Context: an optimization exercise on an open-source flow, tuned for small area and a short achievable clock period. The choices shown serve that exercise and are no tape-out recipe.
The RTL of this run was laid out without a check of its function.
Power figures rest on the tool's default switching activity, not on a simulated workload.

==> design/flow/config.mk <==
export PLATFORM = sky130hd
export DESIGN_NAME = running_average
export DESIGN_NICKNAME = running_average
export VERILOG_FILES = /design/flow/design.v
export SDC_FILE = /design/flow/constraint.sdc
export NUM_CORES = 4
export LEC_CHECK = 0
export CAP_MARGIN = 0
export CORE_MARGIN = 2
export CORE_UTILIZATION = 60
export CTS_BUF_LIST = sky130_fd_sc_hd__clkbuf_4 sky130_fd_sc_hd__clkbuf_8
export SETUP_SLACK_MARGIN = 2.5
export SLEW_MARGIN = 0
export SYNTH_HIERARCHICAL = 1
==> design/flow/constraint.sdc <==
create_clock -name core_clock -period 7.0 [get_ports {clk}]
set_input_delay 1.4000 -clock core_clock [delete_from_list [all_inputs] [get_ports {clk}]]
set_output_delay 1.4000 -clock core_clock [all_outputs]
set_load 0.01 [all_outputs]
==> design/flow/design.v <==
module running_average #(
  parameter N = 4,
  parameter DATAWIDTH = 32
)(
  input   wire        clk,
  input   wire        reset,
  input   wire [DATAWIDTH -1 : 0] data_i,
  output  wire [DATAWIDTH -1 : 0] average_o
);
reg  [31:0] s1, s2, s3;
wire [31:0] s3_n;
wire [29:0] avg;
ra_add_out u_out (.a(data_i), .b(s3), .r(reset), .y(avg));
ra_add_nxt u_nxt (.a(s1), .b(s2), .c(data_i), .y(s3_n));
always_ff @(posedge clk or posedge reset) begin
  if (reset) begin
    s1 <= '0;
    s2 <= '0;
    s3 <= '0;
  end else begin
    s1 <= data_i;
    s2 <= s1;
    s3 <= s3_n;
  end
end
assign average_o = {2'b00, avg};
endmodule
module ra_add_out (input wire [31:0] a, input wire [31:0] b, input wire r, output wire [29:0] y);
  wire n1;
  wire n2;
  wire n3;
  wire n4;
  wire n5;
  wire n6;
  wire n7;
  wire n8;
  wire n9;
  wire n10;
  wire n11;
  wire n12;
  wire n13;
  wire n14;
  wire n15;
  wire n16;
  wire n17;
  wire n18;
  wire n19;
  wire n20;
  wire n21;
  wire n22;
  wire n23;
  wire n24;
  wire n25;
  wire n26;
  wire n27;
  wire n28;
  wire n29;
  wire n30;
  wire n31;
  wire n32;
  wire n33;
  wire n34;
  wire n35;
  wire n36;
  wire n37;
  wire n38;
  wire n39;
  wire n40;
  wire n41;
  wire n42;
  wire n43;
  wire n44;
  wire n45;
  wire n46;
  wire n47;
  wire n48;
  wire n49;
  wire n50;
  wire n51;
  wire n52;
  wire n53;
  wire n54;
  wire n55;
  wire n56;
  wire n57;
  wire n58;
  wire n59;
  wire n60;
  wire n61;
  wire n62;
  wire n63;
  wire n64;
  wire n65;
  wire n66;
  wire n67;
  wire n68;
  wire n69;
  wire n70;
  wire n71;
  wire n72;
  wire n73;
  wire n74;
  wire n75;
  wire n76;
  wire n77;
  wire n78;
  wire n79;
  wire n80;
  wire n81;
  wire n82;
  wire n83;
  wire n84;
  wire n85;
  wire n86;
  wire n87;
  wire n88;
  wire n89;
  wire n90;
  wire n91;
  wire n92;
  wire n93;
  wire n94;
  wire n95;
  wire n96;
  wire n97;
  wire n98;
  wire n99;
  wire n100;
  wire n101;
  wire n102;
  wire n103;
  wire n104;
  wire n105;
  wire n106;
  wire n107;
  wire n108;
  wire n109;
  wire n110;
  wire n111;
  wire n112;
  wire n113;
  wire n114;
  wire n115;
  wire n116;
  wire n117;
  wire n118;
  wire n119;
  wire n120;
  wire n121;
  wire n122;
  wire n123;
  wire n124;
  wire n125;
  wire n126;
  wire n127;
  wire n128;
  wire n129;
  wire n130;
  wire n131;
  wire n132;
  wire n133;
  wire n134;
  wire n135;
  wire n136;
  wire n137;
  wire n138;
  wire n139;
  wire n140;
  wire n141;
  wire n142;
  wire n143;
  wire n144;
  wire n145;
  wire n146;
  wire n147;
  wire n148;
  wire n149;
  wire n150;
  wire n151;
  wire n152;
  wire n153;
  wire n154;
  wire n155;
  wire n156;
  wire n157;
  wire n158;
  wire n159;
  wire n160;
  wire n161;
  wire n162;
  wire n163;
  wire n164;
  wire n165;
  wire n166;
  wire n167;
  wire n168;
  wire n169;
  wire n171;
  wire n173;
  wire n175;
  wire n177;
  wire n179;
  wire n181;
  wire n183;
  wire n185;
  wire n187;
  wire n189;
  wire n191;
  wire n193;
  wire n195;
  wire n197;
  wire n199;
  wire n201;
  wire n203;
  wire n205;
  wire n207;
  wire n209;
  wire n211;
  wire n213;
  wire n215;
  wire n217;
  wire n219;
  wire n221;
  wire n223;
  wire n225;
  wire n227;
  wire n228;
  wire n107_d1;
  wire n116_d1;
  wire n125_d1;
  wire n125_d2;
  ra_nand2 g1 (.a(a[0]), .b(b[0]), .y(n1));
  ra_nor2 g2 (.a(a[0]), .b(b[0]), .y(n2));
  ra_nand2 g3 (.a(a[1]), .b(b[1]), .y(n3));
  ra_nor2 g4 (.a(a[1]), .b(b[1]), .y(n4));
  ra_nand2 g5 (.a(a[2]), .b(b[2]), .y(n5));
  ra_nor2 g6 (.a(a[2]), .b(b[2]), .y(n6));
  ra_nand2 g7 (.a(a[3]), .b(b[3]), .y(n7));
  ra_nor2 g8 (.a(a[3]), .b(b[3]), .y(n8));
  ra_nand2 g9 (.a(a[4]), .b(b[4]), .y(n9));
  ra_nor2 g10 (.a(a[4]), .b(b[4]), .y(n10));
  ra_nand2 g11 (.a(a[5]), .b(b[5]), .y(n11));
  ra_nor2 g12 (.a(a[5]), .b(b[5]), .y(n12));
  ra_nand2 g13 (.a(a[6]), .b(b[6]), .y(n13));
  ra_nor2 g14 (.a(a[6]), .b(b[6]), .y(n14));
  ra_nand2 g15 (.a(a[7]), .b(b[7]), .y(n15));
  ra_nor2 g16 (.a(a[7]), .b(b[7]), .y(n16));
  ra_nand2 g17 (.a(a[8]), .b(b[8]), .y(n17));
  ra_nor2 g18 (.a(a[8]), .b(b[8]), .y(n18));
  ra_nand2 g19 (.a(a[9]), .b(b[9]), .y(n19));
  ra_nor2 g20 (.a(a[9]), .b(b[9]), .y(n20));
  ra_nand2 g21 (.a(a[10]), .b(b[10]), .y(n21));
  ra_nor2 g22 (.a(a[10]), .b(b[10]), .y(n22));
  ra_nand2 g23 (.a(a[11]), .b(b[11]), .y(n23));
  ra_nor2 g24 (.a(a[11]), .b(b[11]), .y(n24));
  ra_nand2 g25 (.a(a[12]), .b(b[12]), .y(n25));
  ra_nor2 g26 (.a(a[12]), .b(b[12]), .y(n26));
  ra_nand2 g27 (.a(a[13]), .b(b[13]), .y(n27));
  ra_nor2 g28 (.a(a[13]), .b(b[13]), .y(n28));
  ra_nand2 g29 (.a(a[14]), .b(b[14]), .y(n29));
  ra_nor2 g30 (.a(a[14]), .b(b[14]), .y(n30));
  ra_nand2 g31 (.a(a[15]), .b(b[15]), .y(n31));
  ra_nor2 g32 (.a(a[15]), .b(b[15]), .y(n32));
  ra_nand2 g33 (.a(a[16]), .b(b[16]), .y(n33));
  ra_nor2 g34 (.a(a[16]), .b(b[16]), .y(n34));
  ra_nand2 g35 (.a(a[17]), .b(b[17]), .y(n35));
  ra_nor2 g36 (.a(a[17]), .b(b[17]), .y(n36));
  ra_nand2 g37 (.a(a[18]), .b(b[18]), .y(n37));
  ra_nor2 g38 (.a(a[18]), .b(b[18]), .y(n38));
  ra_nand2 g39 (.a(a[19]), .b(b[19]), .y(n39));
  ra_nor2 g40 (.a(a[19]), .b(b[19]), .y(n40));
  ra_nand2 g41 (.a(a[20]), .b(b[20]), .y(n41));
  ra_nor2 g42 (.a(a[20]), .b(b[20]), .y(n42));
  ra_nand2 g43 (.a(a[21]), .b(b[21]), .y(n43));
  ra_nor2 g44 (.a(a[21]), .b(b[21]), .y(n44));
  ra_nand2 g45 (.a(a[22]), .b(b[22]), .y(n45));
  ra_nor2 g46 (.a(a[22]), .b(b[22]), .y(n46));
  ra_nand2 g47 (.a(a[23]), .b(b[23]), .y(n47));
  ra_nor2 g48 (.a(a[23]), .b(b[23]), .y(n48));
  ra_nand2 g49 (.a(a[24]), .b(b[24]), .y(n49));
  ra_nor2 g50 (.a(a[24]), .b(b[24]), .y(n50));
  ra_nand2 g51 (.a(a[25]), .b(b[25]), .y(n51));
  ra_nor2 g52 (.a(a[25]), .b(b[25]), .y(n52));
  ra_nand2 g53 (.a(a[26]), .b(b[26]), .y(n53));
  ra_nor2 g54 (.a(a[26]), .b(b[26]), .y(n54));
  ra_nand2 g55 (.a(a[27]), .b(b[27]), .y(n55));
  ra_nor2 g56 (.a(a[27]), .b(b[27]), .y(n56));
  ra_nand2 g57 (.a(a[28]), .b(b[28]), .y(n57));
  ra_nor2 g58 (.a(a[28]), .b(b[28]), .y(n58));
  ra_nand2 g59 (.a(a[29]), .b(b[29]), .y(n59));
  ra_nor2 g60 (.a(a[29]), .b(b[29]), .y(n60));
  ra_nand2 g61 (.a(a[30]), .b(b[30]), .y(n61));
  ra_nor2 g62 (.a(a[30]), .b(b[30]), .y(n62));
  ra_oai21 g63 (.a1(n4), .a2(n1), .b1(n3), .y(n63));
  ra_oai21 g64 (.a1(n8), .a2(n5), .b1(n7), .y(n64));
  ra_nor2 g65 (.a(n8), .b(n6), .y(n65));
  ra_oai21 g66 (.a1(n12), .a2(n9), .b1(n11), .y(n66));
  ra_nor2 g67 (.a(n12), .b(n10), .y(n67));
  ra_oai21 g68 (.a1(n16), .a2(n13), .b1(n15), .y(n68));
  ra_nor2 g69 (.a(n16), .b(n14), .y(n69));
  ra_oai21 g70 (.a1(n20), .a2(n17), .b1(n19), .y(n70));
  ra_nor2 g71 (.a(n20), .b(n18), .y(n71));
  ra_oai21 g72 (.a1(n24), .a2(n21), .b1(n23), .y(n72));
  ra_nor2 g73 (.a(n24), .b(n22), .y(n73));
  ra_oai21 g74 (.a1(n28), .a2(n25), .b1(n27), .y(n74));
  ra_nor2 g75 (.a(n28), .b(n26), .y(n75));
  ra_oai21 g76 (.a1(n32), .a2(n29), .b1(n31), .y(n76));
  ra_nor2 g77 (.a(n32), .b(n30), .y(n77));
  ra_oai21 g78 (.a1(n36), .a2(n33), .b1(n35), .y(n78));
  ra_nor2 g79 (.a(n36), .b(n34), .y(n79));
  ra_oai21 g80 (.a1(n40), .a2(n37), .b1(n39), .y(n80));
  ra_nor2 g81 (.a(n40), .b(n38), .y(n81));
  ra_oai21 g82 (.a1(n44), .a2(n41), .b1(n43), .y(n82));
  ra_nor2 g83 (.a(n44), .b(n42), .y(n83));
  ra_oai21 g84 (.a1(n48), .a2(n45), .b1(n47), .y(n84));
  ra_nor2 g85 (.a(n48), .b(n46), .y(n85));
  ra_oai21 g86 (.a1(n52), .a2(n49), .b1(n51), .y(n86));
  ra_nor2 g87 (.a(n52), .b(n50), .y(n87));
  ra_oai21 g88 (.a1(n56), .a2(n53), .b1(n55), .y(n88));
  ra_nor2 g89 (.a(n56), .b(n54), .y(n89));
  ra_oai21 g90 (.a1(n60), .a2(n57), .b1(n59), .y(n90));
  ra_nor2 g91 (.a(n60), .b(n58), .y(n91));
  ra_aoi21 g92 (.a1(n65), .a2(n63), .b1(n64), .y(n92));
  ra_aoi21 g93 (.a1(n69), .a2(n66), .b1(n68), .y(n93));
  ra_nand2 g94 (.a(n69), .b(n67), .y(n94));
  ra_aoi21 g95 (.a1(n73), .a2(n70), .b1(n72), .y(n95));
  ra_nand2 g96 (.a(n73), .b(n71), .y(n96));
  ra_aoi21 g97 (.a1(n77), .a2(n74), .b1(n76), .y(n97));
  ra_nand2 g98 (.a(n77), .b(n75), .y(n98));
  ra_aoi21 g99 (.a1(n81), .a2(n78), .b1(n80), .y(n99));
  ra_nand2 g100 (.a(n81), .b(n79), .y(n100));
  ra_aoi21 g101 (.a1(n85), .a2(n82), .b1(n84), .y(n101));
  ra_nand2 g102 (.a(n85), .b(n83), .y(n102));
  ra_aoi21 g103 (.a1(n89), .a2(n86), .b1(n88), .y(n103));
  ra_nand2 g104 (.a(n89), .b(n87), .y(n104));
  ra_inv g105 (.a(n67), .y(n105));
  ra_o21bai g106 (.a1(n105), .a2(n92), .b1n(n66), .y(n106));
  ra_oai21 g107 (.a1(n94), .a2(n92), .b1(n93), .y(n107));
  ra_inv g108 (.a(n75), .y(n108));
  ra_o21bai g109 (.a1(n108), .a2(n95), .b1n(n74), .y(n109));
  ra_nor2b g110 (.a(n96), .bn(n75), .y(n110));
  ra_oai21 g111 (.a1(n98), .a2(n95), .b1(n97), .y(n111));
  ra_nor2 g112 (.a(n98), .b(n96), .y(n112));
  ra_inv g113 (.a(n83), .y(n113));
  ra_o21bai g114 (.a1(n113), .a2(n99), .b1n(n82), .y(n114));
  ra_nor2b g115 (.a(n100), .bn(n83), .y(n115));
  ra_oai21 g116 (.a1(n102), .a2(n99), .b1(n101), .y(n116));
  ra_nor2 g117 (.a(n102), .b(n100), .y(n117));
  ra_inv g118 (.a(n91), .y(n118));
  ra_o21bai g119 (.a1(n118), .a2(n103), .b1n(n90), .y(n119));
  ra_nor2b g120 (.a(n104), .bn(n91), .y(n120));
  ra_aoi21 g121 (.a1(n71), .a2(n107), .b1(n70), .y(n121));
  ra_inv g122 (.a(n96), .y(n122));
  ra_a21boi g123 (.a1(n122), .a2(n107_d1), .b1n(n95), .y(n123));
  ra_aoi21 g124 (.a1(n110), .a2(n107), .b1(n109), .y(n124));
  ra_aoi21 g125 (.a1(n112), .a2(n107_d1), .b1(n111), .y(n125));
  ra_aoi21 g126 (.a1(n87), .a2(n116), .b1(n86), .y(n126));
  ra_nand2 g127 (.a(n87), .b(n117), .y(n127));
  ra_inv g128 (.a(n104), .y(n128));
  ra_a21boi g129 (.a1(n128), .a2(n116_d1), .b1n(n103), .y(n129));
  ra_nor2b g130 (.a(n104), .bn(n117), .y(n130));
  ra_aoi21 g131 (.a1(n120), .a2(n116), .b1(n119), .y(n131));
  ra_nand2 g132 (.a(n120), .b(n117), .y(n132));
  ra_inv g133 (.a(n79), .y(n133));
  ra_o21bai g134 (.a1(n133), .a2(n125), .b1n(n78), .y(n134));
  ra_oai21 g135 (.a1(n100), .a2(n125_d1), .b1(n99), .y(n135));
  ra_inv g136 (.a(n115), .y(n136));
  ra_o21bai g137 (.a1(n136), .a2(n125_d2), .b1n(n114), .y(n137));
  ra_inv g138 (.a(n117), .y(n138));
  ra_o21bai g139 (.a1(n138), .a2(n125), .b1n(n116_d1), .y(n139));
  ra_oai21 g140 (.a1(n127), .a2(n125_d1), .b1(n126), .y(n140));
  ra_inv g141 (.a(n130), .y(n141));
  ra_oai21 g142 (.a1(n141), .a2(n125_d2), .b1(n129), .y(n142));
  ra_oai21 g143 (.a1(n132), .a2(n125), .b1(n131), .y(n143));
  ra_inv g144 (.a(n6), .y(n144));
  ra_a21boi g145 (.a1(n144), .a2(n63), .b1n(n5), .y(n145));
  ra_oai21 g146 (.a1(n10), .a2(n92), .b1(n9), .y(n146));
  ra_inv g147 (.a(n14), .y(n147));
  ra_a21boi g148 (.a1(n147), .a2(n106), .b1n(n13), .y(n148));
  ra_inv g149 (.a(n18), .y(n149));
  ra_a21boi g150 (.a1(n149), .a2(n107), .b1n(n17), .y(n150));
  ra_oai21 g151 (.a1(n22), .a2(n121), .b1(n21), .y(n151));
  ra_oai21 g152 (.a1(n26), .a2(n123), .b1(n25), .y(n152));
  ra_oai21 g153 (.a1(n30), .a2(n124), .b1(n29), .y(n153));
  ra_oai21 g154 (.a1(n34), .a2(n125_d1), .b1(n33), .y(n154));
  ra_inv g155 (.a(n38), .y(n155));
  ra_a21boi g156 (.a1(n155), .a2(n134), .b1n(n37), .y(n156));
  ra_inv g157 (.a(n42), .y(n157));
  ra_a21boi g158 (.a1(n157), .a2(n135), .b1n(n41), .y(n158));
  ra_inv g159 (.a(n46), .y(n159));
  ra_a21boi g160 (.a1(n159), .a2(n137), .b1n(n45), .y(n160));
  ra_inv g161 (.a(n50), .y(n161));
  ra_a21boi g162 (.a1(n161), .a2(n139), .b1n(n49), .y(n162));
  ra_inv g163 (.a(n54), .y(n163));
  ra_a21boi g164 (.a1(n163), .a2(n140), .b1n(n53), .y(n164));
  ra_inv g165 (.a(n58), .y(n165));
  ra_a21boi g166 (.a1(n165), .a2(n142), .b1n(n57), .y(n166));
  ra_inv g167 (.a(n62), .y(n167));
  ra_a21boi g168 (.a1(n167), .a2(n143), .b1n(n61), .y(n168));
  ra_nor3b g169 (.a(n6), .b(r), .cn(n5), .y(n169));
  ra_xor2 g170 (.a(n169), .b(n63), .y(y[0]));
  ra_nor3b g171 (.a(n8), .b(r), .cn(n7), .y(n171));
  ra_xnor2 g172 (.a(n171), .b(n145), .y(y[1]));
  ra_nor3b g173 (.a(n10), .b(r), .cn(n9), .y(n173));
  ra_xnor2 g174 (.a(n173), .b(n92), .y(y[2]));
  ra_nor3b g175 (.a(n12), .b(r), .cn(n11), .y(n175));
  ra_xor2 g176 (.a(n175), .b(n146), .y(y[3]));
  ra_nor3b g177 (.a(n14), .b(r), .cn(n13), .y(n177));
  ra_xor2 g178 (.a(n177), .b(n106), .y(y[4]));
  ra_nor3b g179 (.a(n16), .b(r), .cn(n15), .y(n179));
  ra_xnor2 g180 (.a(n179), .b(n148), .y(y[5]));
  ra_nor3b g181 (.a(n18), .b(r), .cn(n17), .y(n181));
  ra_xor2 g182 (.a(n181), .b(n107), .y(y[6]));
  ra_nor3b g183 (.a(n20), .b(r), .cn(n19), .y(n183));
  ra_xnor2 g184 (.a(n183), .b(n150), .y(y[7]));
  ra_nor3b g185 (.a(n22), .b(r), .cn(n21), .y(n185));
  ra_xnor2 g186 (.a(n185), .b(n121), .y(y[8]));
  ra_nor3b g187 (.a(n24), .b(r), .cn(n23), .y(n187));
  ra_xor2 g188 (.a(n187), .b(n151), .y(y[9]));
  ra_nor3b g189 (.a(n26), .b(r), .cn(n25), .y(n189));
  ra_xnor2 g190 (.a(n189), .b(n123), .y(y[10]));
  ra_nor3b g191 (.a(n28), .b(r), .cn(n27), .y(n191));
  ra_xor2 g192 (.a(n191), .b(n152), .y(y[11]));
  ra_nor3b g193 (.a(n30), .b(r), .cn(n29), .y(n193));
  ra_xnor2 g194 (.a(n193), .b(n124), .y(y[12]));
  ra_nor3b g195 (.a(n32), .b(r), .cn(n31), .y(n195));
  ra_xor2 g196 (.a(n195), .b(n153), .y(y[13]));
  ra_nor3b g197 (.a(n34), .b(r), .cn(n33), .y(n197));
  ra_xnor2 g198 (.a(n197), .b(n125), .y(y[14]));
  ra_nor3b g199 (.a(n36), .b(r), .cn(n35), .y(n199));
  ra_xor2 g200 (.a(n199), .b(n154), .y(y[15]));
  ra_nor3b g201 (.a(n38), .b(r), .cn(n37), .y(n201));
  ra_xor2 g202 (.a(n201), .b(n134), .y(y[16]));
  ra_nor3b g203 (.a(n40), .b(r), .cn(n39), .y(n203));
  ra_xnor2 g204 (.a(n203), .b(n156), .y(y[17]));
  ra_nor3b g205 (.a(n42), .b(r), .cn(n41), .y(n205));
  ra_xor2 g206 (.a(n205), .b(n135), .y(y[18]));
  ra_nor3b g207 (.a(n44), .b(r), .cn(n43), .y(n207));
  ra_xnor2 g208 (.a(n207), .b(n158), .y(y[19]));
  ra_nor3b g209 (.a(n46), .b(r), .cn(n45), .y(n209));
  ra_xor2 g210 (.a(n209), .b(n137), .y(y[20]));
  ra_nor3b g211 (.a(n48), .b(r), .cn(n47), .y(n211));
  ra_xnor2 g212 (.a(n211), .b(n160), .y(y[21]));
  ra_nor3b g213 (.a(n50), .b(r), .cn(n49), .y(n213));
  ra_xor2 g214 (.a(n213), .b(n139), .y(y[22]));
  ra_nor3b g215 (.a(n52), .b(r), .cn(n51), .y(n215));
  ra_xnor2 g216 (.a(n215), .b(n162), .y(y[23]));
  ra_nor3b g217 (.a(n54), .b(r), .cn(n53), .y(n217));
  ra_xor2 g218 (.a(n217), .b(n140), .y(y[24]));
  ra_nor3b g219 (.a(n56), .b(r), .cn(n55), .y(n219));
  ra_xnor2 g220 (.a(n219), .b(n164), .y(y[25]));
  ra_nor3b g221 (.a(n58), .b(r), .cn(n57), .y(n221));
  ra_xor2 g222 (.a(n221), .b(n142), .y(y[26]));
  ra_nor3b g223 (.a(n60), .b(r), .cn(n59), .y(n223));
  ra_xnor2 g224 (.a(n223), .b(n166), .y(y[27]));
  ra_nor3b g225 (.a(n62), .b(r), .cn(n61), .y(n225));
  ra_xor2 g226 (.a(n225), .b(n143), .y(y[28]));
  ra_xnor2 g227 (.a(a[31]), .b(b[31]), .y(n227));
  ra_nor2 g228 (.a(n227), .b(r), .y(n228));
  ra_xnor2 g229 (.a(n228), .b(n168), .y(y[29]));
  ra_oai21 g230 (.a1(n94), .a2(n92), .b1(n93), .y(n107_d1));
  ra_oai21 g231 (.a1(n102), .a2(n99), .b1(n101), .y(n116_d1));
  ra_aoi21 g232 (.a1(n112), .a2(n107), .b1(n111), .y(n125_d1));
  ra_aoi21 g233 (.a1(n112), .a2(n107), .b1(n111), .y(n125_d2));
endmodule
module ra_add_nxt (input wire [31:0] a, input wire [31:0] b, input wire [31:0] c, output wire [31:0] y);
  wire [31:0] fs;
  wire [32:0] fc;
  wire hs1;
  wire hc1;
  wire hs2;
  wire hc2;
  wire hs3;
  wire hc3;
  wire hs4;
  wire hc4;
  wire hs5;
  wire hc5;
  wire hs6;
  wire hc6;
  wire hs7;
  wire hc7;
  wire hs8;
  wire hc8;
  wire hs9;
  wire hc9;
  wire hs10;
  wire hc10;
  wire hs11;
  wire hc11;
  wire hs12;
  wire hc12;
  wire hs13;
  wire hc13;
  wire hs14;
  wire hc14;
  wire hs15;
  wire hc15;
  wire hs16;
  wire hc16;
  wire hs17;
  wire hc17;
  wire hs18;
  wire hc18;
  wire hs19;
  wire hc19;
  wire hs20;
  wire hc20;
  wire hs21;
  wire hc21;
  wire hs22;
  wire hc22;
  wire hs23;
  wire hc23;
  wire hs24;
  wire hc24;
  wire hs25;
  wire hc25;
  wire hs26;
  wire hc26;
  wire hs27;
  wire hc27;
  wire hs28;
  wire hc28;
  wire hs29;
  wire hc29;
  wire hs30;
  wire hc30;
  wire n1;
  wire n2;
  wire n3;
  wire n4;
  wire n5;
  wire n6;
  wire n7;
  wire n8;
  wire n9;
  wire n10;
  wire n11;
  wire n12;
  wire n13;
  wire n14;
  wire n15;
  wire n16;
  wire n17;
  wire n18;
  wire n19;
  wire n20;
  wire n21;
  wire n22;
  wire n23;
  wire n24;
  wire n25;
  wire n26;
  wire n27;
  wire n28;
  wire n29;
  wire n30;
  wire n31;
  wire n32;
  wire n33;
  wire n34;
  wire n35;
  wire n36;
  wire n37;
  wire n38;
  wire n39;
  wire n40;
  wire n41;
  wire n42;
  wire n43;
  wire n44;
  wire n45;
  wire n46;
  wire n47;
  wire n48;
  wire n49;
  wire n50;
  wire n51;
  wire n52;
  wire n53;
  wire n54;
  wire n55;
  wire n56;
  wire n57;
  wire n58;
  wire n59;
  wire n60;
  wire n61;
  wire n62;
  wire n63;
  wire n64;
  wire n65;
  wire n66;
  wire n67;
  wire n68;
  wire n69;
  wire n70;
  wire n71;
  wire n72;
  wire n73;
  wire n74;
  wire n75;
  wire n76;
  wire n77;
  wire n78;
  wire n79;
  wire n80;
  wire n81;
  wire n82;
  wire n83;
  wire n84;
  wire n85;
  wire n86;
  wire n87;
  wire n88;
  wire n89;
  wire n120;
  ra_fa f0 (.a(c[0]), .b(a[0]), .ci(b[0]), .s(fs[0]), .co(fc[1]));
  ra_fa f1 (.a(c[1]), .b(a[1]), .ci(b[1]), .s(fs[1]), .co(fc[2]));
  ra_fa f2 (.a(c[2]), .b(a[2]), .ci(b[2]), .s(fs[2]), .co(fc[3]));
  ra_fa f3 (.a(c[3]), .b(a[3]), .ci(b[3]), .s(fs[3]), .co(fc[4]));
  ra_fa f4 (.a(c[4]), .b(a[4]), .ci(b[4]), .s(fs[4]), .co(fc[5]));
  ra_fa f5 (.a(c[5]), .b(a[5]), .ci(b[5]), .s(fs[5]), .co(fc[6]));
  ra_fa f6 (.a(c[6]), .b(a[6]), .ci(b[6]), .s(fs[6]), .co(fc[7]));
  ra_fa f7 (.a(c[7]), .b(a[7]), .ci(b[7]), .s(fs[7]), .co(fc[8]));
  ra_fa f8 (.a(c[8]), .b(a[8]), .ci(b[8]), .s(fs[8]), .co(fc[9]));
  ra_fa f9 (.a(c[9]), .b(a[9]), .ci(b[9]), .s(fs[9]), .co(fc[10]));
  ra_fa f10 (.a(c[10]), .b(a[10]), .ci(b[10]), .s(fs[10]), .co(fc[11]));
  ra_fa f11 (.a(c[11]), .b(a[11]), .ci(b[11]), .s(fs[11]), .co(fc[12]));
  ra_fa f12 (.a(c[12]), .b(a[12]), .ci(b[12]), .s(fs[12]), .co(fc[13]));
  ra_fa f13 (.a(c[13]), .b(a[13]), .ci(b[13]), .s(fs[13]), .co(fc[14]));
  ra_fa f14 (.a(c[14]), .b(a[14]), .ci(b[14]), .s(fs[14]), .co(fc[15]));
  ra_fa f15 (.a(c[15]), .b(a[15]), .ci(b[15]), .s(fs[15]), .co(fc[16]));
  ra_fa f16 (.a(c[16]), .b(a[16]), .ci(b[16]), .s(fs[16]), .co(fc[17]));
  ra_fa f17 (.a(c[17]), .b(a[17]), .ci(b[17]), .s(fs[17]), .co(fc[18]));
  ra_fa f18 (.a(c[18]), .b(a[18]), .ci(b[18]), .s(fs[18]), .co(fc[19]));
  ra_fa f19 (.a(c[19]), .b(a[19]), .ci(b[19]), .s(fs[19]), .co(fc[20]));
  ra_fa f20 (.a(c[20]), .b(a[20]), .ci(b[20]), .s(fs[20]), .co(fc[21]));
  ra_fa f21 (.a(c[21]), .b(a[21]), .ci(b[21]), .s(fs[21]), .co(fc[22]));
  ra_fa f22 (.a(c[22]), .b(a[22]), .ci(b[22]), .s(fs[22]), .co(fc[23]));
  ra_fa f23 (.a(c[23]), .b(a[23]), .ci(b[23]), .s(fs[23]), .co(fc[24]));
  ra_fa f24 (.a(c[24]), .b(a[24]), .ci(b[24]), .s(fs[24]), .co(fc[25]));
  ra_fa f25 (.a(c[25]), .b(a[25]), .ci(b[25]), .s(fs[25]), .co(fc[26]));
  ra_fa f26 (.a(c[26]), .b(a[26]), .ci(b[26]), .s(fs[26]), .co(fc[27]));
  ra_fa f27 (.a(c[27]), .b(a[27]), .ci(b[27]), .s(fs[27]), .co(fc[28]));
  ra_fa f28 (.a(c[28]), .b(a[28]), .ci(b[28]), .s(fs[28]), .co(fc[29]));
  ra_fa f29 (.a(c[29]), .b(a[29]), .ci(b[29]), .s(fs[29]), .co(fc[30]));
  ra_fa f30 (.a(c[30]), .b(a[30]), .ci(b[30]), .s(fs[30]), .co(fc[31]));
  ra_fa f31 (.a(c[31]), .b(a[31]), .ci(b[31]), .s(fs[31]), .co(fc[32]));
  ra_ha h1 (.a(fs[1]), .b(fc[1]), .s(hs1), .co(hc1));
  ra_ha h2 (.a(fs[2]), .b(fc[2]), .s(hs2), .co(hc2));
  ra_ha h3 (.a(fs[3]), .b(fc[3]), .s(hs3), .co(hc3));
  ra_ha h4 (.a(fs[4]), .b(fc[4]), .s(hs4), .co(hc4));
  ra_ha h5 (.a(fs[5]), .b(fc[5]), .s(hs5), .co(hc5));
  ra_ha h6 (.a(fs[6]), .b(fc[6]), .s(hs6), .co(hc6));
  ra_ha h7 (.a(fs[7]), .b(fc[7]), .s(hs7), .co(hc7));
  ra_ha h8 (.a(fs[8]), .b(fc[8]), .s(hs8), .co(hc8));
  ra_ha h9 (.a(fs[9]), .b(fc[9]), .s(hs9), .co(hc9));
  ra_ha h10 (.a(fs[10]), .b(fc[10]), .s(hs10), .co(hc10));
  ra_ha h11 (.a(fs[11]), .b(fc[11]), .s(hs11), .co(hc11));
  ra_ha h12 (.a(fs[12]), .b(fc[12]), .s(hs12), .co(hc12));
  ra_ha h13 (.a(fs[13]), .b(fc[13]), .s(hs13), .co(hc13));
  ra_ha h14 (.a(fs[14]), .b(fc[14]), .s(hs14), .co(hc14));
  ra_ha h15 (.a(fs[15]), .b(fc[15]), .s(hs15), .co(hc15));
  ra_ha h16 (.a(fs[16]), .b(fc[16]), .s(hs16), .co(hc16));
  ra_ha h17 (.a(fs[17]), .b(fc[17]), .s(hs17), .co(hc17));
  ra_ha h18 (.a(fs[18]), .b(fc[18]), .s(hs18), .co(hc18));
  ra_ha h19 (.a(fs[19]), .b(fc[19]), .s(hs19), .co(hc19));
  ra_ha h20 (.a(fs[20]), .b(fc[20]), .s(hs20), .co(hc20));
  ra_ha h21 (.a(fs[21]), .b(fc[21]), .s(hs21), .co(hc21));
  ra_ha h22 (.a(fs[22]), .b(fc[22]), .s(hs22), .co(hc22));
  ra_ha h23 (.a(fs[23]), .b(fc[23]), .s(hs23), .co(hc23));
  ra_ha h24 (.a(fs[24]), .b(fc[24]), .s(hs24), .co(hc24));
  ra_ha h25 (.a(fs[25]), .b(fc[25]), .s(hs25), .co(hc25));
  ra_ha h26 (.a(fs[26]), .b(fc[26]), .s(hs26), .co(hc26));
  ra_ha h27 (.a(fs[27]), .b(fc[27]), .s(hs27), .co(hc27));
  ra_ha h28 (.a(fs[28]), .b(fc[28]), .s(hs28), .co(hc28));
  ra_ha h29 (.a(fs[29]), .b(fc[29]), .s(hs29), .co(hc29));
  ra_ha h30 (.a(fs[30]), .b(fc[30]), .s(hs30), .co(hc30));
  ra_aoi21 g1 (.a1(hs2), .a2(hc1), .b1(hc2), .y(n1));
  ra_aoi21 g2 (.a1(hs4), .a2(hc3), .b1(hc4), .y(n2));
  ra_nand2 g3 (.a(hs4), .b(hs3), .y(n3));
  ra_aoi21 g4 (.a1(hs6), .a2(hc5), .b1(hc6), .y(n4));
  ra_nand2 g5 (.a(hs6), .b(hs5), .y(n5));
  ra_aoi21 g6 (.a1(hs8), .a2(hc7), .b1(hc8), .y(n6));
  ra_nand2 g7 (.a(hs8), .b(hs7), .y(n7));
  ra_aoi21 g8 (.a1(hs10), .a2(hc9), .b1(hc10), .y(n8));
  ra_nand2 g9 (.a(hs10), .b(hs9), .y(n9));
  ra_aoi21 g10 (.a1(hs12), .a2(hc11), .b1(hc12), .y(n10));
  ra_nand2 g11 (.a(hs12), .b(hs11), .y(n11));
  ra_aoi21 g12 (.a1(hs14), .a2(hc13), .b1(hc14), .y(n12));
  ra_nand2 g13 (.a(hs14), .b(hs13), .y(n13));
  ra_aoi21 g14 (.a1(hs16), .a2(hc15), .b1(hc16), .y(n14));
  ra_nand2 g15 (.a(hs16), .b(hs15), .y(n15));
  ra_aoi21 g16 (.a1(hs18), .a2(hc17), .b1(hc18), .y(n16));
  ra_nand2 g17 (.a(hs18), .b(hs17), .y(n17));
  ra_aoi21 g18 (.a1(hs20), .a2(hc19), .b1(hc20), .y(n18));
  ra_nand2 g19 (.a(hs20), .b(hs19), .y(n19));
  ra_aoi21 g20 (.a1(hs22), .a2(hc21), .b1(hc22), .y(n20));
  ra_nand2 g21 (.a(hs22), .b(hs21), .y(n21));
  ra_aoi21 g22 (.a1(hs24), .a2(hc23), .b1(hc24), .y(n22));
  ra_nand2 g23 (.a(hs24), .b(hs23), .y(n23));
  ra_aoi21 g24 (.a1(hs26), .a2(hc25), .b1(hc26), .y(n24));
  ra_nand2 g25 (.a(hs26), .b(hs25), .y(n25));
  ra_aoi21 g26 (.a1(hs28), .a2(hc27), .b1(hc28), .y(n26));
  ra_nand2 g27 (.a(hs28), .b(hs27), .y(n27));
  ra_aoi21 g28 (.a1(hs30), .a2(hc29), .b1(hc30), .y(n28));
  ra_nand2 g29 (.a(hs30), .b(hs29), .y(n29));
  ra_oai21 g30 (.a1(n3), .a2(n1), .b1(n2), .y(n30));
  ra_oai21 g31 (.a1(n7), .a2(n4), .b1(n6), .y(n31));
  ra_nor2 g32 (.a(n7), .b(n5), .y(n32));
  ra_oai21 g33 (.a1(n11), .a2(n8), .b1(n10), .y(n33));
  ra_nor2 g34 (.a(n11), .b(n9), .y(n34));
  ra_oai21 g35 (.a1(n15), .a2(n12), .b1(n14), .y(n35));
  ra_nor2 g36 (.a(n15), .b(n13), .y(n36));
  ra_oai21 g37 (.a1(n19), .a2(n16), .b1(n18), .y(n37));
  ra_nor2 g38 (.a(n19), .b(n17), .y(n38));
  ra_oai21 g39 (.a1(n23), .a2(n20), .b1(n22), .y(n39));
  ra_nor2 g40 (.a(n23), .b(n21), .y(n40));
  ra_oai21 g41 (.a1(n27), .a2(n24), .b1(n26), .y(n41));
  ra_nor2 g42 (.a(n27), .b(n25), .y(n42));
  ra_aoi21 g43 (.a1(n32), .a2(n30), .b1(n31), .y(n43));
  ra_aoi21 g44 (.a1(n36), .a2(n33), .b1(n35), .y(n44));
  ra_nand2 g45 (.a(n36), .b(n34), .y(n45));
  ra_aoi21 g46 (.a1(n40), .a2(n37), .b1(n39), .y(n46));
  ra_nand2 g47 (.a(n40), .b(n38), .y(n47));
  ra_inv g48 (.a(n34), .y(n48));
  ra_o21bai g49 (.a1(n48), .a2(n43), .b1n(n33), .y(n49));
  ra_oai21 g50 (.a1(n45), .a2(n43), .b1(n44), .y(n50));
  ra_inv g51 (.a(n42), .y(n51));
  ra_o21bai g52 (.a1(n51), .a2(n46), .b1n(n41), .y(n52));
  ra_nor2b g53 (.a(n47), .bn(n42), .y(n53));
  ra_aoi21 g54 (.a1(n38), .a2(n50), .b1(n37), .y(n54));
  ra_inv g55 (.a(n47), .y(n55));
  ra_a21boi g56 (.a1(n55), .a2(n50), .b1n(n46), .y(n56));
  ra_aoi21 g57 (.a1(n53), .a2(n50), .b1(n52), .y(n57));
  ra_inv g58 (.a(n5), .y(n58));
  ra_a21boi g59 (.a1(n58), .a2(n30), .b1n(n4), .y(n59));
  ra_oai21 g60 (.a1(n9), .a2(n43), .b1(n8), .y(n60));
  ra_inv g61 (.a(n13), .y(n61));
  ra_a21boi g62 (.a1(n61), .a2(n49), .b1n(n12), .y(n62));
  ra_inv g63 (.a(n17), .y(n63));
  ra_a21boi g64 (.a1(n63), .a2(n50), .b1n(n16), .y(n64));
  ra_oai21 g65 (.a1(n21), .a2(n54), .b1(n20), .y(n65));
  ra_oai21 g66 (.a1(n25), .a2(n56), .b1(n24), .y(n66));
  ra_oai21 g67 (.a1(n29), .a2(n57), .b1(n28), .y(n67));
  ra_inv g68 (.a(hs3), .y(n68));
  ra_o21bai g69 (.a1(n68), .a2(n1), .b1n(hc3), .y(n69));
  ra_aoi21 g70 (.a1(hs5), .a2(n30), .b1(hc5), .y(n70));
  ra_inv g71 (.a(hs7), .y(n71));
  ra_o21bai g72 (.a1(n71), .a2(n59), .b1n(hc7), .y(n72));
  ra_inv g73 (.a(hs9), .y(n73));
  ra_o21bai g74 (.a1(n73), .a2(n43), .b1n(hc9), .y(n74));
  ra_aoi21 g75 (.a1(hs11), .a2(n60), .b1(hc11), .y(n75));
  ra_aoi21 g76 (.a1(hs13), .a2(n49), .b1(hc13), .y(n76));
  ra_inv g77 (.a(hs15), .y(n77));
  ra_o21bai g78 (.a1(n77), .a2(n62), .b1n(hc15), .y(n78));
  ra_aoi21 g79 (.a1(hs17), .a2(n50), .b1(hc17), .y(n79));
  ra_inv g80 (.a(hs19), .y(n80));
  ra_o21bai g81 (.a1(n80), .a2(n64), .b1n(hc19), .y(n81));
  ra_inv g82 (.a(hs21), .y(n82));
  ra_o21bai g83 (.a1(n82), .a2(n54), .b1n(hc21), .y(n83));
  ra_aoi21 g84 (.a1(hs23), .a2(n65), .b1(hc23), .y(n84));
  ra_inv g85 (.a(hs25), .y(n85));
  ra_o21bai g86 (.a1(n85), .a2(n56), .b1n(hc25), .y(n86));
  ra_aoi21 g87 (.a1(hs27), .a2(n66), .b1(hc27), .y(n87));
  ra_inv g88 (.a(hs29), .y(n88));
  ra_o21bai g89 (.a1(n88), .a2(n57), .b1n(hc29), .y(n89));
  assign y[0] = fs[0];
  assign fc[0] = 1'b0;
  ra_xor2 g90 (.a(fs[1]), .b(fc[1]), .y(y[1]));
  ra_xor2 g91 (.a(hs2), .b(hc1), .y(y[2]));
  ra_xnor2 g92 (.a(hs3), .b(n1), .y(y[3]));
  ra_xor2 g93 (.a(hs4), .b(n69), .y(y[4]));
  ra_xor2 g94 (.a(hs5), .b(n30), .y(y[5]));
  ra_xnor2 g95 (.a(hs6), .b(n70), .y(y[6]));
  ra_xnor2 g96 (.a(hs7), .b(n59), .y(y[7]));
  ra_xor2 g97 (.a(hs8), .b(n72), .y(y[8]));
  ra_xnor2 g98 (.a(hs9), .b(n43), .y(y[9]));
  ra_xor2 g99 (.a(hs10), .b(n74), .y(y[10]));
  ra_xor2 g100 (.a(hs11), .b(n60), .y(y[11]));
  ra_xnor2 g101 (.a(hs12), .b(n75), .y(y[12]));
  ra_xor2 g102 (.a(hs13), .b(n49), .y(y[13]));
  ra_xnor2 g103 (.a(hs14), .b(n76), .y(y[14]));
  ra_xnor2 g104 (.a(hs15), .b(n62), .y(y[15]));
  ra_xor2 g105 (.a(hs16), .b(n78), .y(y[16]));
  ra_xor2 g106 (.a(hs17), .b(n50), .y(y[17]));
  ra_xnor2 g107 (.a(hs18), .b(n79), .y(y[18]));
  ra_xnor2 g108 (.a(hs19), .b(n64), .y(y[19]));
  ra_xor2 g109 (.a(hs20), .b(n81), .y(y[20]));
  ra_xnor2 g110 (.a(hs21), .b(n54), .y(y[21]));
  ra_xor2 g111 (.a(hs22), .b(n83), .y(y[22]));
  ra_xor2 g112 (.a(hs23), .b(n65), .y(y[23]));
  ra_xnor2 g113 (.a(hs24), .b(n84), .y(y[24]));
  ra_xnor2 g114 (.a(hs25), .b(n56), .y(y[25]));
  ra_xor2 g115 (.a(hs26), .b(n86), .y(y[26]));
  ra_xor2 g116 (.a(hs27), .b(n66), .y(y[27]));
  ra_xnor2 g117 (.a(hs28), .b(n87), .y(y[28]));
  ra_xnor2 g118 (.a(hs29), .b(n57), .y(y[29]));
  ra_xor2 g119 (.a(hs30), .b(n89), .y(y[30]));
  ra_xor2 g120 (.a(fs[31]), .b(fc[31]), .y(n120));
  ra_xor2 g121 (.a(n120), .b(n67), .y(y[31]));
endmodule
module ra_fa (input wire a, input wire b, input wire ci, output wire s, output wire co);
  assign s = a ^ b ^ ci;
  assign co = (a & b) | (ci & (a ^ b));
endmodule
module ra_ha (input wire a, input wire b, output wire s, output wire co);
  assign s = a ^ b;
  assign co = a & b;
endmodule
module ra_a21boi (input wire a1, input wire a2, input wire b1n, output wire y);
  assign y = ~((a1 & a2) | ~b1n);
endmodule
module ra_aoi21 (input wire a1, input wire a2, input wire b1, output wire y);
  assign y = ~((a1 & a2) | b1);
endmodule
module ra_inv (input wire a, output wire y);
  assign y = ~a;
endmodule
module ra_nand2 (input wire a, input wire b, output wire y);
  assign y = ~(a & b);
endmodule
module ra_nor2 (input wire a, input wire b, output wire y);
  assign y = ~(a | b);
endmodule
module ra_nor2b (input wire a, input wire bn, output wire y);
  assign y = ~(a | ~bn);
endmodule
module ra_nor3b (input wire a, input wire b, input wire cn, output wire y);
  assign y = ~(a | b | ~cn);
endmodule
module ra_o21bai (input wire a1, input wire a2, input wire b1n, output wire y);
  assign y = ~((a1 | a2) & ~b1n);
endmodule
module ra_oai21 (input wire a1, input wire a2, input wire b1, output wire y);
  assign y = ~((a1 | a2) & b1);
endmodule
module ra_xnor2 (input wire a, input wire b, output wire y);
  assign y = ~(a ^ b);
endmodule
module ra_xor2 (input wire a, input wire b, output wire y);
  assign y = a ^ b;
endmodule
==> design/flow/flow/run.sh <==
#!/bin/bash
set -euo pipefail
here=$(pwd)
DU_DEFAULT=$(cat flow/default_dont_use.txt)
DU_BIG=$(cat flow/big_cells.txt)
bash standard.sh DONT_USE_CELLS="$DU_DEFAULT $DU_BIG" synth > "$here/synth.log" 2>&1
args=()
if [[ -f flow/pnr_args.txt ]]; then
  while IFS= read -r line; do
    [[ -n "$line" && "$line" != \#* ]] && args+=("$line")
  done < flow/pnr_args.txt
fi
bash standard.sh "${args[@]}" finish > "$here/pnr.log" 2>&1
==> design/flow/flow/big_cells.txt <==
sky130_fd_sc_hd__a2111o_2 sky130_fd_sc_hd__a2111o_4 sky130_fd_sc_hd__a2111oi_2 sky130_fd_sc_hd__a2111oi_4 sky130_fd_sc_hd__a211o_2 sky130_fd_sc_hd__a211o_4 sky130_fd_sc_hd__a211oi_2 sky130_fd_sc_hd__a211oi_4 sky130_fd_sc_hd__a21bo_2 sky130_fd_sc_hd__a21bo_4 sky130_fd_sc_hd__a21boi_2 sky130_fd_sc_hd__a21boi_4 sky130_fd_sc_hd__a21o_2 sky130_fd_sc_hd__a21o_4 sky130_fd_sc_hd__a21oi_2 sky130_fd_sc_hd__a21oi_4 sky130_fd_sc_hd__a221o_2 sky130_fd_sc_hd__a221o_4 sky130_fd_sc_hd__a221oi_2 sky130_fd_sc_hd__a221oi_4 sky130_fd_sc_hd__a22o_2 sky130_fd_sc_hd__a22o_4 sky130_fd_sc_hd__a22oi_2 sky130_fd_sc_hd__a22oi_4 sky130_fd_sc_hd__a2bb2o_2 sky130_fd_sc_hd__a2bb2o_4 sky130_fd_sc_hd__a2bb2oi_2 sky130_fd_sc_hd__a2bb2oi_4 sky130_fd_sc_hd__a311o_2 sky130_fd_sc_hd__a311o_4 sky130_fd_sc_hd__a311oi_2 sky130_fd_sc_hd__a311oi_4 sky130_fd_sc_hd__a31o_2 sky130_fd_sc_hd__a31o_4 sky130_fd_sc_hd__a31oi_2 sky130_fd_sc_hd__a31oi_4 sky130_fd_sc_hd__a32o_2 sky130_fd_sc_hd__a32o_4 sky130_fd_sc_hd__a32oi_2 sky130_fd_sc_hd__a32oi_4 sky130_fd_sc_hd__a41o_2 sky130_fd_sc_hd__a41o_4 sky130_fd_sc_hd__a41oi_2 sky130_fd_sc_hd__a41oi_4 sky130_fd_sc_hd__and2_2 sky130_fd_sc_hd__and2_4 sky130_fd_sc_hd__and2b_2 sky130_fd_sc_hd__and2b_4 sky130_fd_sc_hd__and3_2 sky130_fd_sc_hd__and3_4 sky130_fd_sc_hd__and3b_2 sky130_fd_sc_hd__and3b_4 sky130_fd_sc_hd__and4_2 sky130_fd_sc_hd__and4_4 sky130_fd_sc_hd__and4b_2 sky130_fd_sc_hd__and4b_4 sky130_fd_sc_hd__and4bb_2 sky130_fd_sc_hd__and4bb_4 sky130_fd_sc_hd__fa_2 sky130_fd_sc_hd__fa_4 sky130_fd_sc_hd__ha_2 sky130_fd_sc_hd__ha_4 sky130_fd_sc_hd__inv_12 sky130_fd_sc_hd__inv_16 sky130_fd_sc_hd__inv_2 sky130_fd_sc_hd__inv_4 sky130_fd_sc_hd__inv_6 sky130_fd_sc_hd__inv_8 sky130_fd_sc_hd__maj3_2 sky130_fd_sc_hd__maj3_4 sky130_fd_sc_hd__mux2_2 sky130_fd_sc_hd__mux2_4 sky130_fd_sc_hd__mux2_8 sky130_fd_sc_hd__mux2i_2 sky130_fd_sc_hd__mux2i_4 sky130_fd_sc_hd__mux4_2 sky130_fd_sc_hd__mux4_4 sky130_fd_sc_hd__nand2_2 sky130_fd_sc_hd__nand2_4 sky130_fd_sc_hd__nand2_8 sky130_fd_sc_hd__nand2b_2 sky130_fd_sc_hd__nand2b_4 sky130_fd_sc_hd__nand3_2 sky130_fd_sc_hd__nand3_4 sky130_fd_sc_hd__nand3b_2 sky130_fd_sc_hd__nand3b_4 sky130_fd_sc_hd__nand4_2 sky130_fd_sc_hd__nand4_4 sky130_fd_sc_hd__nand4b_2 sky130_fd_sc_hd__nand4b_4 sky130_fd_sc_hd__nand4bb_2 sky130_fd_sc_hd__nand4bb_4 sky130_fd_sc_hd__nor2_2 sky130_fd_sc_hd__nor2_4 sky130_fd_sc_hd__nor2_8 sky130_fd_sc_hd__nor2b_2 sky130_fd_sc_hd__nor2b_4 sky130_fd_sc_hd__nor3_2 sky130_fd_sc_hd__nor3_4 sky130_fd_sc_hd__nor3b_2 sky130_fd_sc_hd__nor3b_4 sky130_fd_sc_hd__nor4_2 sky130_fd_sc_hd__nor4_4 sky130_fd_sc_hd__nor4b_2 sky130_fd_sc_hd__nor4b_4 sky130_fd_sc_hd__nor4bb_2 sky130_fd_sc_hd__nor4bb_4 sky130_fd_sc_hd__o2111a_2 sky130_fd_sc_hd__o2111a_4 sky130_fd_sc_hd__o2111ai_2 sky130_fd_sc_hd__o2111ai_4 sky130_fd_sc_hd__o211a_2 sky130_fd_sc_hd__o211a_4 sky130_fd_sc_hd__o211ai_2 sky130_fd_sc_hd__o211ai_4 sky130_fd_sc_hd__o21a_2 sky130_fd_sc_hd__o21a_4 sky130_fd_sc_hd__o21ai_2 sky130_fd_sc_hd__o21ai_4 sky130_fd_sc_hd__o21ba_2 sky130_fd_sc_hd__o21ba_4 sky130_fd_sc_hd__o21bai_2 sky130_fd_sc_hd__o21bai_4 sky130_fd_sc_hd__o221a_2 sky130_fd_sc_hd__o221a_4 sky130_fd_sc_hd__o221ai_2 sky130_fd_sc_hd__o221ai_4 sky130_fd_sc_hd__o22a_2 sky130_fd_sc_hd__o22a_4 sky130_fd_sc_hd__o22ai_2 sky130_fd_sc_hd__o22ai_4 sky130_fd_sc_hd__o2bb2a_2 sky130_fd_sc_hd__o2bb2a_4 sky130_fd_sc_hd__o2bb2ai_2 sky130_fd_sc_hd__o2bb2ai_4 sky130_fd_sc_hd__o311a_2 sky130_fd_sc_hd__o311a_4 sky130_fd_sc_hd__o311ai_2 sky130_fd_sc_hd__o311ai_4 sky130_fd_sc_hd__o31a_2 sky130_fd_sc_hd__o31a_4 sky130_fd_sc_hd__o31ai_2 sky130_fd_sc_hd__o31ai_4 sky130_fd_sc_hd__o32a_2 sky130_fd_sc_hd__o32a_4 sky130_fd_sc_hd__o32ai_2 sky130_fd_sc_hd__o32ai_4 sky130_fd_sc_hd__o41a_2 sky130_fd_sc_hd__o41a_4 sky130_fd_sc_hd__o41ai_2 sky130_fd_sc_hd__o41ai_4 sky130_fd_sc_hd__or2_2 sky130_fd_sc_hd__or2_4 sky130_fd_sc_hd__or2b_2 sky130_fd_sc_hd__or2b_4 sky130_fd_sc_hd__or3_2 sky130_fd_sc_hd__or3_4 sky130_fd_sc_hd__or3b_2 sky130_fd_sc_hd__or3b_4 sky130_fd_sc_hd__or4_2 sky130_fd_sc_hd__or4_4 sky130_fd_sc_hd__or4b_2 sky130_fd_sc_hd__or4b_4 sky130_fd_sc_hd__or4bb_2 sky130_fd_sc_hd__or4bb_4 sky130_fd_sc_hd__xnor2_2 sky130_fd_sc_hd__xnor2_4 sky130_fd_sc_hd__xnor3_2 sky130_fd_sc_hd__xnor3_4 sky130_fd_sc_hd__xor2_2 sky130_fd_sc_hd__xor2_4 sky130_fd_sc_hd__xor3_2 sky130_fd_sc_hd__xor3_4
==> design/flow/flow/default_dont_use.txt <==
sky130_fd_sc_hd__probe_p_8 sky130_fd_sc_hd__probec_p_8 sky130_fd_sc_hd__lpflow_bleeder_1 sky130_fd_sc_hd__lpflow_clkbufkapwr_1 sky130_fd_sc_hd__lpflow_clkbufkapwr_16 sky130_fd_sc_hd__lpflow_clkbufkapwr_2 sky130_fd_sc_hd__lpflow_clkbufkapwr_4 sky130_fd_sc_hd__lpflow_clkbufkapwr_8 sky130_fd_sc_hd__lpflow_clkinvkapwr_1 sky130_fd_sc_hd__lpflow_clkinvkapwr_16 sky130_fd_sc_hd__lpflow_clkinvkapwr_2 sky130_fd_sc_hd__lpflow_clkinvkapwr_4 sky130_fd_sc_hd__lpflow_clkinvkapwr_8 sky130_fd_sc_hd__lpflow_decapkapwr_12 sky130_fd_sc_hd__lpflow_decapkapwr_3 sky130_fd_sc_hd__lpflow_decapkapwr_4 sky130_fd_sc_hd__lpflow_decapkapwr_6 sky130_fd_sc_hd__lpflow_decapkapwr_8 sky130_fd_sc_hd__lpflow_inputiso0n_1 sky130_fd_sc_hd__lpflow_inputiso0p_1 sky130_fd_sc_hd__lpflow_inputiso1n_1 sky130_fd_sc_hd__lpflow_inputiso1p_1 sky130_fd_sc_hd__lpflow_inputisolatch_1 sky130_fd_sc_hd__lpflow_isobufsrc_1 sky130_fd_sc_hd__lpflow_isobufsrc_16 sky130_fd_sc_hd__lpflow_isobufsrc_2 sky130_fd_sc_hd__lpflow_isobufsrc_4 sky130_fd_sc_hd__lpflow_isobufsrc_8 sky130_fd_sc_hd__lpflow_isobufsrckapwr_16 sky130_fd_sc_hd__lpflow_lsbuf_lh_hl_isowell_tap_1 sky130_fd_sc_hd__lpflow_lsbuf_lh_hl_isowell_tap_2 sky130_fd_sc_hd__lpflow_lsbuf_lh_hl_isowell_tap_4 sky130_fd_sc_hd__lpflow_lsbuf_lh_isowell_4 sky130_fd_sc_hd__lpflow_lsbuf_lh_isowell_tap_1 sky130_fd_sc_hd__lpflow_lsbuf_lh_isowell_tap_2 sky130_fd_sc_hd__lpflow_lsbuf_lh_isowell_tap_4 
==> design/flow/flow/pnr_args.txt <==
BUFFER_PORTS_ARGS=-buffer_cell sky130_fd_sc_hd__buf_1
==> design/flow/standard.sh <==
#!/bin/bash
# synth_recipe.tcl (not shown) runs the flow's synth.tcl, then flattens the netlist and writes it again
# the make line also repeats each setting of config.mk as NAME=value (left out here)
make -C /OpenROAD-flow-scripts/flow DESIGN_CONFIG=/design/flow/config.mk WORK_HOME=/design/flow/orfs CLKGATE_MAP_FILE= SYNTH_SCRIPT=/design/flow/synth_recipe.tcl "${@:-finish}"
==> impl_metrics.csv <==
group,metric,value,unit
worst_setup_path,critPathKind,"in -> out",
synthesis,synthesis.instances,516,
cts,cts_root_buffer,"clkbuf_8",
final_layout,area_growth,15.49,%
worst_setup_path,startpoint,"data_i[3]",
power_and_ir_drop,leakage,2.748,nW
timing,slew_violations,0,
global_route,grt_max_degree,57,
cts,cts_max_path_buffers,2,
worst_setup_path,crit_path_end,"average_o[21]",
power_and_ir_drop,powerDensity,361.1,nW/µm²
job,drv_cap,0,
timing,fin_crit_sh,63.65,%
final_layout,nFillCells,668,
die,start_util,62.02,%
synthesis,synthMostInstantiatedCell,"dfrtp_1",
synthesis,syn_area_per_cell,10.53,µm²
cts,numCtsBuffers,9,
power_and_ir_drop,power_frac_seq,31.7,%
routing,wire_per_inst,14.69,µm
worst_setup_path,r2r_slack,3630,ps
synthesis,synth-async-reset-ratio,100.0,%
worst_setup_path,cp-start-kind,"input port",
routing,firstDrtPassIters,5,
final_layout,nNetsFinal,691,
cts,clkTransAtPathRegs,90,ps
global_route,grt_pass1_vias,4020,
routing,drtIter0Drc,122,
die,die_w,99.18,µm
final_layout,n_antenna_cell,0,
final_layout,drive_gt1_share,14.02,%
die,die_h,99.18,µm
worst_setup_path,crit_path_max_fanout,5,
synthesis,synth_area_leaders,"dfrtp_1 44%, fa_1 12%, ha_1 6.9%",
synthesis,synth_edf_count,0,
cts,tritoncts,"done",
synthesis,synth_seq_area_share,44.20,%
timing,rsz0062_at_grt,"true",
synthesis,yosysTopAreaCellShare,44.20,%
worst_setup_path,critPathCaptureType,"primary output",
timing,clock.fmax,224.4,MHz
synthesis,yosys_warnings,7,
power_and_ir_drop,worst_ir_drop_vdd,0.0001756,V
worst_setup_path,reg2reg_to,"s3[24]",
global_route,antenna_found_initial,0,
global_route,grt-ovfl-total,0,
place,hpwl,7986,µm
cts,clk_latency,360,ps
worst_setup_path,r2r_start,"s1[2]",
synthesis,yosys-top-cells-count,"96 x dfrtp_1, 55 x nand2_1, 53 x nor2_1",
synthesis,synthFlopType,"dfrtp_1",
die,io_pins,66,
routing,remaining_drc_errors,0,
worst_hold_path,min_path_type,"reg -> reg",
die,core_area,8763,µm²
synthesis,ys_ff_latch,96,
die,fp-row-count,34,
power_and_ir_drop,pwr-share-comb,50.8,%
worst_setup_path,required,5600,ps
run_status,outcome,"finished clean",
global_route,grt_pass1_wl,17780,µm
routing,postRouteAntennaNets,0,
timing,slew_headroom,52.83,%
worst_setup_path,reg2regPathDepth,10,
routing,dr_total_vias,3819,
die,die_area,9836,µm²
timing,fin_setup_tns,0,ps
synthesis,synth_area,5435,µm²
synthesis,yosysTopAreaCell,"dfrtp_1",
worst_setup_path,crit_arrival,3060,ps
power_and_ir_drop,p_total,0.002266,W
timing,tightest_slew,707.5,ps
timing,clock_skew,9.861,ps
routing,via_per_inst,5.402,
power_and_ir_drop,p_sw_share,41.35,%
routing,drt-total-wl,10390,µm
place,gp_congestion,0.8469,
timing,hold_viol,0,
place,portBuffers,63,
timing,setup_slack,2544,ps
global_route,grt_usage,22.84,%
cts,numClockSinks,96,
synthesis,synth_cell_type_count,16,
power_and_ir_drop,clkPwrFrac,17.5,%
cts,htreeDepth,3,
timing,finalSetupViolations,0,
power_and_ir_drop,intPower,0.001329,W
power_and_ir_drop,power_switching,0.0009372,W
place,dp_slack,2022,ps
timing,post-route-min-period,4456,ps
[cells by family after synthesis]
kind of cell	count (synthesis)	share of synthesized area, %
adders and majority gates	62	18.69
other	1	0.06899
and+or+nand+nor	142	12.04
xor gates and xnor gates	63	10.15
DFF	96	44.20
buffers and inverters	38	2.832
AOI/OAI and AO/OA	114	12.02
[per-module statistics from Yosys (local to each module, per instance), a selection]
module | flip-flops and latches | cell area (µm²)
running_average | 96 | 2425
ra_fa | 0 | 20.02
ra_ha | 0 | 12.51
ra_xnor2 | 0 | 8.758
ra_a21boi | 0 | 7.507
ra_nor3b | 0 | 7.507
ra_nor2b | 0 | 6.256
ra_oai21 | 0 | 5.005
ra_aoi21 | 0 | 5.005
ra_nand2 | 0 | 3.754
ra_nor2 | 0 | 3.754
[worst min-delay path by stage]
stage | slack, ps | cells after the start | to | startpoint
final | 410 | 0 | s2[9] | s1[9]
after global routing | 430 | 0 | s2[26] | s1[26]
after detailed placement | 400 | 0 | s2[13] | s1[13]
after global placement | 390 | 0 | s2[12] | s1[12]
after CTS | 420 | 0 | s2[9] | s1[9]
after floorplan | 390 | 0 | s2[0] | s1[0]
[layer usage]
layer	up-vias	share of wire, %	global-route usage (%)
met4	0	1.9	6.639
met1	1882	42	27.40
met3	16	3.4	4.568
met2	59	53	41.68
met5	-	0	0
li1	1862	-	-
[per-stage QoR]
step                      std cells  instance area [µm²]  util [%]  hold slack, ps
final                           707                 6277     71.63           413.3
after global routing            707                 6277     71.63           425.3
after CTS                       704                 6148     70.16           415.9
after detailed placement        687                 5806     66.25           396.4
after global placement          687                 5806     66.25           389.6
after floorplan                 517                 5439         -           385.6
[layout by cell type (no fill, tap or decap), types with 14 or more instances in the layout]
master | Yosys | routed
a21boi_1 | 16 | 16
a21oi_1 | 40 | 30
buf_1 | 0 | 39
clkbuf_2 | 0 | 22
dfrtp_1 | 96 | 96
fa_1 | 32 | 32
ha_1 | 30 | 30
inv_1 | 35 | 34
nand2_1 | 55 | 55
nor2_1 | 53 | 37
nor2_2 | 0 | 14
nor3b_1 | 29 | 29
o21ai_1 | 41 | 32
o21bai_1 | 17 | 15
xnor2_1 | 30 | 30
xor2_1 | 33 | 33
[layout make-up]
| cell class | count | area (µm²) | share of cell area [%] |
|---|---|---|---|
| Multi-Input combinational cell | 383 | 3072 | 48.93 |
| Clock inverter | 6 | 91.34 | 1.455 |
| Sequential cell | 96 | 2402 | 38.27 |
| Inverter | 35 | 133.9 | 2.133 |
| Clock buffer | 9 | 123.9 | 1.973 |
| Tap cell | 108 | 135.1 | 2.153 |
| Timing Repair Buffer | 70 | 319.1 | 5.083 |
[state kept, by name, indices dropped and copies added (netlist names)]
register  flops
s1           32
s3           32
s2           32
[repair_timing]
| action | 4_1_cts | 5_1_grt |
|---|---|---|
| hold buffers | 0 | 0 |
| resized for setup | 28 | 43 |
| setup endpoints to repair | 22 | 21 |
| buffers inserted | 2 | 3 |
| pin swaps | 6 | 6 |
[critical path: stages]
cell      delay (ps)
buf_1            180
nor2_1           100
o21ai_1          210
a21oi_4           70
o21ai_4          270
a21oi_2          120
o21bai_1         190
a21boi_1         110
xnor2_1          220
buf_1            180
[power by group through the flow]
stage	clock [W]	combinational (W)	sequential, W
after floorplan	0	0.000741	0.000714
after global placement	0	0.000992	0.000721
after detailed placement	0	0.00102	0.000725
after CTS	0.000410	0.00110	0.000715
after global routing	0.000428	0.00127	0.000732
final	0.000397	0.00115	0.000718

-- re-timing with driven ports --
In the flow no input, the clock included, has a driving cell. The finished layout below was timed again as built, in two steps. Step 1 sets driving cells, clkbuf_16 on the clock port and buf_2 on the other inputs (assumed; they add their load-dependent delay and slew). Step 2 also shifts input and output timing later by t, the mid clock arrival at the registers, as if the neighbouring blocks saw the same clock. Three values: no drivers, after step 1, after step 2; two values: the first two.
t, ns: 0.385
slack for setup (ns): 2.544 / 2.517 / 2.478
worst hold slack (ns): 0.413 / 0.413 / 0.413
worst setup path after step 2: input to register
pins driven straight from the clock port: 1
After both steps this run still meets setup and hold. For this run, drivers alone change the setup slack by -0.027 ns; drivers and shift together by -0.066 ns.
